This is an optimization exercise on Yosys and OpenROAD, whose aim is small area, not a production implementation. In this exercise RTL edits were held to simulation tests only and were not proved equivalent to the original. Power is estimated from default activity; no workload was simulated.

== job 2189 ==
==> flow/design.v <==
module SPI_Slave
	#(parameter	DataWidth	= 8,
				BuferSize	= 32)
	(input logic					i_SCK, i_NRESET,
	input logic						i_NCE,
	input logic						i_MOSI,
	output logic					o_MISO,
	input logic[(DataWidth - 1):0]	i_WriteData,
	output logic[(DataWidth - 1):0]	o_ReadData);
	logic[4:0]		S, C;
	logic[2:0]		K;
	logic[7:0]		W;
	logic[7:0]		s_DataBufer[0:31];
	logic			s_MISO;
	logic[7:0]		s_ReadData_Reg;
	logic[4:0]		RdAddr;
	logic[31:0]		RdSel, WrEn;
	logic[7:0]		RdByte, RdMerged, WrByte;
	logic			CS_live;
	assign RdAddr = i_NCE ? C : (S - 5'd1);
	always_comb
	begin
		RdByte = 8'b0;
		for (int i = 0; i < 32; i++)
		begin
			RdSel[i] = (RdAddr == i);
			WrEn[i] = i_NCE ? RdSel[i] : ((K == 3'd0) && (RdAddr == ((i - 1) & 31)));
			RdByte = RdByte | (s_DataBufer[i] & {8{RdSel[i]}});
		end
	end
	assign CS_live = (C == S);
	always_comb
		for (int j = 0; j < 8; j++)
			RdMerged[j] = (CS_live && (j > K)) ? W[j] : RdByte[j];
	assign WrByte = i_NCE ? i_WriteData : {W[7:1], i_MOSI};
	always_ff	@(posedge i_SCK, negedge i_NRESET)
	begin
		if (~i_NRESET)
		begin
			for (int i = 0; i < 32; i++)	s_DataBufer[i] <= 8'b0;
			S <= 5'd0;
			C <= 5'd0;
			K <= 3'd7;
		end
		else
		begin
			for (int i = 0; i < 32; i++)
				if (WrEn[i])	s_DataBufer[i] <= WrByte;
			if (i_NCE)
				C <= C + 5'd1;
			else
			begin
				K <= K - 3'd1;
				if (K == 3'd0)	S <= S + 5'd1;
			end
		end
	end
	always_ff	@(posedge i_SCK)
	begin
		if (i_NCE)
		begin
			if (CS_live)	W <= i_WriteData;
		end
		else
			W[K] <= i_MOSI;
	end
	always_ff	@(posedge i_SCK)
	begin
		if (i_NRESET)
		begin
			if (~i_NCE)
				s_MISO <= RdByte[K];
			else
				s_ReadData_Reg <= RdMerged;
		end
	end
	assign o_MISO = s_MISO;
	assign o_ReadData = s_ReadData_Reg;
endmodule
Settings: LEC_CHECK=0, CAP_MARGIN=10, CORE_MARGIN=2, CORE_UTILIZATION=55, CTS_BUF_LIST=sky130_fd_sc_hd__clkbuf_4 sky130_fd_sc_hd__clkbuf_8, CTS_CLUSTER_SIZE=20, SLEW_MARGIN=10; clock period 6.0 ns.
run.sh (not shown) runs the stock make flow with config.mk's settings and CLKGATE_MAP_FILE= SYNTH_SCRIPT=/design/flow/synth_recipe.tcl, a recipe that flattens the netlist after the stock synthesis.
[inputs] job 9663 vs job 2189
# job 2189
export LEC_CHECK = 0
export CAP_MARGIN = 10
export CORE_MARGIN = 2
export CORE_UTILIZATION = 55
export CTS_BUF_LIST = sky130_fd_sc_hd__clkbuf_4 sky130_fd_sc_hd__clkbuf_8
export CTS_CLUSTER_SIZE = 20
export SLEW_MARGIN = 10
create_clock -name core_clock -period 6.0 [get_ports {i_SCK}]
# job 9663
export LEC_CHECK = 0
export CAP_MARGIN = 20
export CORE_MARGIN = 2
export CORE_UTILIZATION = 40
export SLEW_MARGIN = 20
create_clock -name core_clock -period 6.0 [get_ports {i_SCK}]
Results
Result for job 9663 and job 2189: all clean. In terms of switching share of power, job 9663 and job 2189 differ only marginally. Job 9663 against job 2189: shortest period the worst path allows moved down; fraction of area in multi-input gates shows a reduction of 0.26 points; share of cells above drive strength 1 decreased 1.6 points; clock tree buffer count of the final layout decreased by 22 relative to the old numbers. Note that the die area recorded for job 2189 amounts to 0.73 times the value seen in job 9663. Taking job 2189 as the reference, in job 9663 peak supply drop shrank by about 5%; internal power component held steady.

* * *

SPI_Slave, a different RTL version from the one above (not shown whole).
Size: about 1200 cells after synthesis, about 290 flip-flops, roughly 21 I/O pins.
export LEC_CHECK = 0
export CAP_MARGIN = 0
export CORE_MARGIN = 2
export CORE_UTILIZATION = 60
export SLEW_MARGIN = 0
export SYNTH_HIERARCHICAL = 1
create_clock -name core_clock -period 6.0 [get_ports {i_SCK}]
standard.sh (not shown) runs the stock make flow with config.mk's settings and CLKGATE_MAP_FILE= SYNTH_SCRIPT=/design/flow/synth_recipe.tcl, a recipe that flattens the netlist after the stock synthesis.
==> flow/flow/run.sh <==
#!/bin/bash
# The standard layout (standard.sh), with two changes: the ports are buffered
# by the smallest buffer, and clock tree synthesis inserts no dummy loads.
# ORFS's logs stay under orfs/logs; the make output goes to standard.log.
set -euo pipefail
export BUFFER_PORTS_ARGS="-buffer_cell sky130_fd_sc_hd__buf_1"
export CTS_ARGS="-sink_clustering_enable -repair_clock_nets -sink_clustering_size 32 -sink_clustering_max_diameter 120 -buf_list sky130_fd_sc_hd__clkbuf_16 -dont_use_dummy_load"
bash standard.sh > standard.log 2>&1
Change:
==> flow/run.sh (new file) <==
#!/bin/bash
# synth_recipe.tcl (not shown) runs the flow's synth.tcl, then flattens the netlist and writes it again
# the make line also repeats each setting of config.mk as NAME=value (left out here)
make -C /OpenROAD-flow-scripts/flow DESIGN_CONFIG=/design/flow/config.mk WORK_HOME=/design/flow/orfs CLKGATE_MAP_FILE= SYNTH_SCRIPT=/design/flow/synth_recipe.tcl finish
- CAP_MARGIN: 0 -> 20
- CORE_UTILIZATION: 60 -> 55
- CTS_BUF_LIST: not set -> sky130_fd_sc_hd__clkbuf_16
- CTS_CLUSTER_DIAMETER: not set -> 100
- CTS_CLUSTER_SIZE: not set -> 30
- SLEW_MARGIN: 0 -> 20
removed: flow/flow/run.sh
removed: flow/standard.sh
Result:
- The changed run passed the timing, design-rule and antenna checks
- count of clock-buffer cells in the layout rises by 1
- utilization falls by 4.1 points
- global-route usage falls by 1.7 points
- routed wire length rises by 2.5%
- register-to-register slack is better by 0.21 ns
- non-clock buffer count rises by 2
- worst hold slack is about the same
- via count falls by 1.5%

* * *

Starting RTL as in the previous note.
// SPI_Slave
module SPI_Slave
	#(parameter	DataWidth	= 8,
				BuferSize	= 32)
	(input logic					i_SCK, i_NRESET,
	input logic						i_NCE,
	input logic						i_MOSI,
	output logic					o_MISO,
	input logic[(DataWidth - 1):0]	i_WriteData,
	output logic[(DataWidth - 1):0]	o_ReadData);
	logic[4:0]		S, C;
	logic[2:0]		K;
	logic[7:0]		s_DataBufer[0:31];
	logic[7:0]		s_Next[0:31];
	logic			s_Valid;
	logic[31:0]		Hold;
	logic[7:0]		s_Prev;
	logic			s_MISO;
	logic[7:0]		s_ReadData_Reg;
	logic[4:0]		Addr, C_next;
	logic[31:0]		Sel, En_n;
	logic[7:0]		RdByte, WrByte, WrByteN;
	logic[31:0]		Column[0:7];
	assign Addr = i_NCE ? C : S;
	SPI_Decoder u_dec (.a(Addr), .a_n(~Addr), .v(s_Valid), .sel(Sel), .en_n(En_n));
	always_comb
		for (int j = 0; j < 8; j++)
			WrByte[j] = i_NCE ? i_WriteData[j] : ((K == j) ? i_MOSI : RdByte[j]);
	assign WrByteN = ~WrByte;
	genvar gi, gj;
	generate
		for (gi = 0; gi < 32; gi++)
		begin : g_hold
			SPI_And2 u_hold (.a(En_n[gi]), .b(s_Valid), .y(Hold[gi]));
		end
		for (gj = 0; gj < 8; gj++)
		begin : g_col
			for (gi = 0; gi < 32; gi++)
			begin : g_bit
				assign Column[gj][gi] = s_DataBufer[gi][gj];
				SPI_BitUpdate u_upd (.en_n(En_n[gi]), .h(Hold[gi]), .dn(WrByteN[gj]), .q(s_DataBufer[gi][gj]), .nq(s_Next[gi][gj]));
			end
			SPI_ColumnRead u_rd (.sel(Sel), .d(Column[gj]), .o(RdByte[gj]));
		end
	endgenerate
	function automatic logic[4:0] Next(input logic[4:0] x);
  ...
Settings: LEC_CHECK=0, CAP_MARGIN=0, CORE_MARGIN=2, CORE_UTILIZATION=68, SLEW_MARGIN=0, SYNTH_HIERARCHICAL=1; clock period 6.0 ns.
==> flow/flow/run.sh <==
#!/bin/bash
# The standard layout (standard.sh), with two changes: the ports are buffered
# by the smallest buffer, and clock tree synthesis inserts no dummy loads.
# ORFS's logs stay under orfs/logs; the make output goes to standard.log.
set -euo pipefail
export BUFFER_PORTS_ARGS="-buffer_cell sky130_fd_sc_hd__buf_1"
export CTS_ARGS="-sink_clustering_enable -repair_clock_nets -sink_clustering_size 30 -sink_clustering_max_diameter 100 -buf_list sky130_fd_sc_hd__clkbuf_16 -dont_use_dummy_load"
bash standard.sh > standard.log 2>&1
The baseline finished with timing, DRC and antenna clean.
Next try:
CORE_UTILIZATION = 60   (was 68)
What happened: The new run finished with timing, DRC and antenna clean. Clock-buffer cell count does not change. Core utilization decreases by 8.7 points. Sequential power stays flat. Maximum frequency grows by 0.50%. Area after synthesis stays the same.

==> re-timing with driven ports <==
In the flow no input, the clock included, has a driving cell. The finished layouts below were timed again as built, in two steps. Step 1: set_driving_cell puts a clkbuf_16 on i_SCK and a buf_2 on each other input, an assumption about the parent block. Step 2 adds t to the input delays and takes it off the output delays; t is the mean of the earliest and latest rising clock arrival at the registers after step 1. Input paths then give back, and output paths get back, about the clock's delay inside the block. a / b / c = no drivers / after step 1 / after step 2; a / b = the first two.
run | t (ns) | setup slack, ns | worst slew at a driven data input, ns
job 2189 | 0.627 | 0.961 / 0.961 / 0.573 | 0.05
job 9663 | 0.651 | 1.369 / 1.369 / 0.753 | 0.05
the first run of note 2 | 0.534 | 0.812 / 0.812 / 0.278 | 0.05
the second run of note 2 | 0.544 | 0.982 / 1.006 / 0.462 | 0.05
the first run of note 3 | 0.520 | 0.900 / 0.918 / 0.398 | 0.04
the second run of note 3 | 0.527 | 0.925 / 0.928 / 0.401 | 0.05
After both steps setup and hold are still met in every run listed. The setup slack of job 9663, which loses most, moves by 0.000 ns with the drivers and by -0.616 ns with both steps.
